This design comes from an exercise in tuning for small area, a short achievable clock period and few clock cycles per item on the open sky130 flow, not from production work. Only simulation tests tie the RTL to the original design; equivalence was not proved.

== run A ==
==> flow/design.v (excerpt) <==
module fir(
  clock,
  reset,
  calculate,
  data_in,
  data_out,
  data_good
);
clock: 13.0 ns
lec_check: 0
abc_clock_period_in_ps: 2000
cap_margin: 20
core_margin: 2
core_utilization: 65
cts_cluster_diameter: 100
cts_cluster_size: 24
slew_margin: 20
synth_hierarchical: 1
standard.sh (not shown) runs the stock make flow with config.mk's settings and CLKGATE_MAP_FILE= SYNTH_SCRIPT=/design/flow/synth_recipe.tcl, a recipe that flattens the netlist after the stock synthesis.
==> flow/flow/run.sh <==
#!/bin/bash
set -euo pipefail
MARGIN=$(cat flow/margin.txt)
TNS=$(cat flow/tns.txt)
# synthesis exactly as standard.sh does it
bash standard.sh synth > synth.log 2>&1
# the remaining steps: the same make command with the repair target added
sed -e "s|CLKGATE_MAP_FILE= |CLKGATE_MAP_FILE= SETUP_SLACK_MARGIN=$MARGIN TNS_END_PERCENT=$TNS 'BUFFER_PORTS_ARGS=-buffer_cell sky130_fd_sc_hd__buf_4' |" \
    standard.sh > flow_layout.sh
bash flow_layout.sh finish > layout.log 2>&1
test -f out/final.def
==> flow/flow/margin.txt <==
8.3
==> flow/flow/tns.txt <==
100
Having completed the whole flow, run A delivered a layout that passed the timing, DRC and antenna checks.
Testbench counts of run A, summed over its fixed seeds: cycles 4,000, items 4,000.
The following lists how run B was set up differently from run A:
- CTS_CLUSTER_SIZE changed from 24 to 30
- CTS_CLUSTER_DIAMETER changed from 100 to 60
==> flow/flow/margin.txt <==
8.2
==> comparison <==
- Looking at final cell utilization of the core, run B sits 2.0 points higher than run A does.
- Run A was smaller in final cell area than run B.
- Against run A, run B comes in 4 lower on quantity of gates resized following cts.
Inputs modified between run B and run C:
- CTS_CLUSTER_DIAMETER changed from 60 to 100
- CTS_CLUSTER_SIZE changed from 30 to 24
[summary]
The critical path depth number comes out lower for run B vs run C.
Sort run C and run B by sequential share of cell area desc -> top: run C
Compared with run B, run C shows a higher number of buffer and inverter instances along the worst setup path.
Sort run C and run B by routed wire length, descending, and run B comes first.
From run B to run C, synthesized area did not move at all.
Between run C and run B, worst hold margin is higher for run C, run B comes in under that.
Changes observed in run C relative to run B: largest driver fanout on the critical path essentially unchanged; number of synthesized flops with an enable pin essentially unchanged; first-pass GRT wire length decreased 1.6%; cts-stage hold buffer count essentially unchanged.
The setup slack number comes out lower for run C vs run B.
The end point of the critical path comes out C15 in one run and Y1[6] in the other, namely in run B and run C respectively.
## Diff of input files: run D against run C
- swapping 65 for 75 in CORE_UTILIZATION
- clearing CTS_CLUSTER_SIZE, which used to be 24
- clearing CTS_CLUSTER_DIAMETER, which used to be 100
--- outcome ---
Run D finished end to end and its layout was clean on timing, DRC and antenna.
The final layout from run C, which completed every stage, passed the timing, DRC and antenna checks at the end of the flow.
Going from run C to run D, clock-buffer cell count shows an increase of 100%; tap cell count shows a reduction of 213; setup slack shows a reduction of 19 ps; slew of the pin with the lowest slew margin shows a reduction of 140 ps.

* * *

Setup of run 1:
fir again, from the RTL that the note above started with.
==> flow/config.mk <==
export PLATFORM = sky130hd
export DESIGN_NAME = fir
export DESIGN_NICKNAME = fir
export VERILOG_FILES = /design/flow/design.v
export SDC_FILE = /design/flow/constraint.sdc
export NUM_CORES = 4
export LEC_CHECK = 0
export ABC_CLOCK_PERIOD_IN_PS = 2000
export CAP_MARGIN = 20
export CORE_MARGIN = 2
export CORE_UTILIZATION = 65
export SLEW_MARGIN = 20
export SYNTH_HIERARCHICAL = 1
==> flow/constraint.sdc <==
create_clock -name core_clock -period 13.0 [get_ports {clock}]
set_input_delay 2.6000 -clock core_clock [delete_from_list [all_inputs] [get_ports {clock}]]
set_output_delay 2.6000 -clock core_clock [all_outputs]
set_load 0.01 [all_outputs]
==> flow/flow/margin.txt <==
8.2
Scripts as last shown in full above: flow/flow/run.sh, flow/flow/tns.txt
Run 1 finished every stage and its layout cleared the timing, DRC and antenna checks.
Testbench counts of run 1, summed over its fixed seeds: cycles 4,000, items 4,000.
#### Input delta (run 2 over run 1)
==> flow/flow/margin.txt <==
8.5
Results
Number of gates on the worst path with buffers counted: run 2 vs run 1 up 5
[compare] base=run 1 new=run 2: share of cell area taken by flip-flops and latches -0.43 points; die outline area ~0 delta.
Length in cells of the worst reg-to-reg path: run 2 vs run 1 up 4
For run 2, the launching instance or port of the critical path was data_in[7], unlike run 1, where it was data_in[6].
Taking run 1 as the reference, in run 2 number of max-cap violations comparable.
Setup changes, run 2 to run 3
Settings: CTS_CLUSTER_SIZE now 24, previously not set; CTS_CLUSTER_DIAMETER now 100, previously not set; CORE_UTILIZATION now 75, was 65.
==> flow/flow/margin.txt <==
8.2
Results
Compared to run 2, the router laid down less metal wire for run 3. Run 3 finished every step from synthesis to the final layout, and the layout passed the timing, DRC and antenna checks. Cell area, run 2 and run 3, lower one = run 3. Cmp run 3 vs run 2: area of combinational cells with multiple inputs lower in run 3. Compared with run 2, in run 3 number of CTS-inserted buffers went down by 62; fraction of standard cell area that is sequential up 1.7 points. Run 3: final weighted congestion of routability-driven global placement higher than run 2.

* * *

old:
Another version of the RTL of fir (not shown whole).
For scale: roughly 3400 cells after synthesis, ~950 flip-flops.
clock: 13.0 ns
lec_check: 0
abc_clock_period_in_ps: 2000
cap_margin: 20
core_margin: 2
core_utilization: 65
cts_cluster_diameter: 100
cts_cluster_size: 24
slew_margin: 20
synth_hierarchical: 1
==> flow/flow/margin.txt <==
8.2
Scripts as last shown in full above: flow/flow/run.sh, flow/flow/tns.txt
Testbench counts of old, summed over its fixed seeds: cycles 4,000, items 4,000.
Inputs modified between old and new:
==> flow/flow/tns.txt <==
20
[summary]
The flow did not stop early for new: all stages ran, and the layout cleared the timing, DRC and antenna checks. The number of non-clock buffers in the layout number comes out higher for old vs new. Run comparison: old capturing instance or port of the critical path C15; new capturing instance or port of the critical path R3_9_1.

-- re-timing with driven ports --
Ports are ideal in the flow. The routed layouts listed here were re-timed in OpenROAD. Step 1 sets driving cells, clkbuf_16 on the clock port and buf_2 on the other inputs (assumed; they add their load-dependent delay and slew). Step 2 times the ports against the registers' clock, not the clock port: input delays grow and output delays shrink by t, the midpoint of the rising clock arrivals with the driver on. Three values: ideal, step 1, step 2; two values: the first two.
run	shift t [ns]	setup WS [ns]	worst setup path at the end	worst register clock-pin slew, ns
run A	0.754	8.232 / 8.236 / 7.481	input to register	0.11 / 0.11
run B	0.778	8.254 / 8.270 / 7.492	input to register	0.10 / 0.10
run C	0.758	8.246 / 8.245 / 7.487	input to register	0.11 / 0.11
run D	0.771	8.227 / 8.237 / 7.466	input to register	0.07 / 0.07
run 1	0.767	8.227 / 8.272 / 7.505	input to register	0.07 / 0.07
run 2	0.778	8.248 / 8.253 / 7.475	input to register	0.07 / 0.07
run 3	0.756	8.207 / 8.214 / 7.458	input to register	0.11 / 0.11
old	0.752	8.223 / 8.223 / 7.489	input to register	0.11 / 0.11
new	0.760	8.001 / 8.001 / 7.406	input to register	0.11 / 0.11
After both steps setup and hold are still met in every run listed. The setup slack of run 2, which loses most, moves by +0.005 ns with the drivers and by -0.773 ns with both steps.
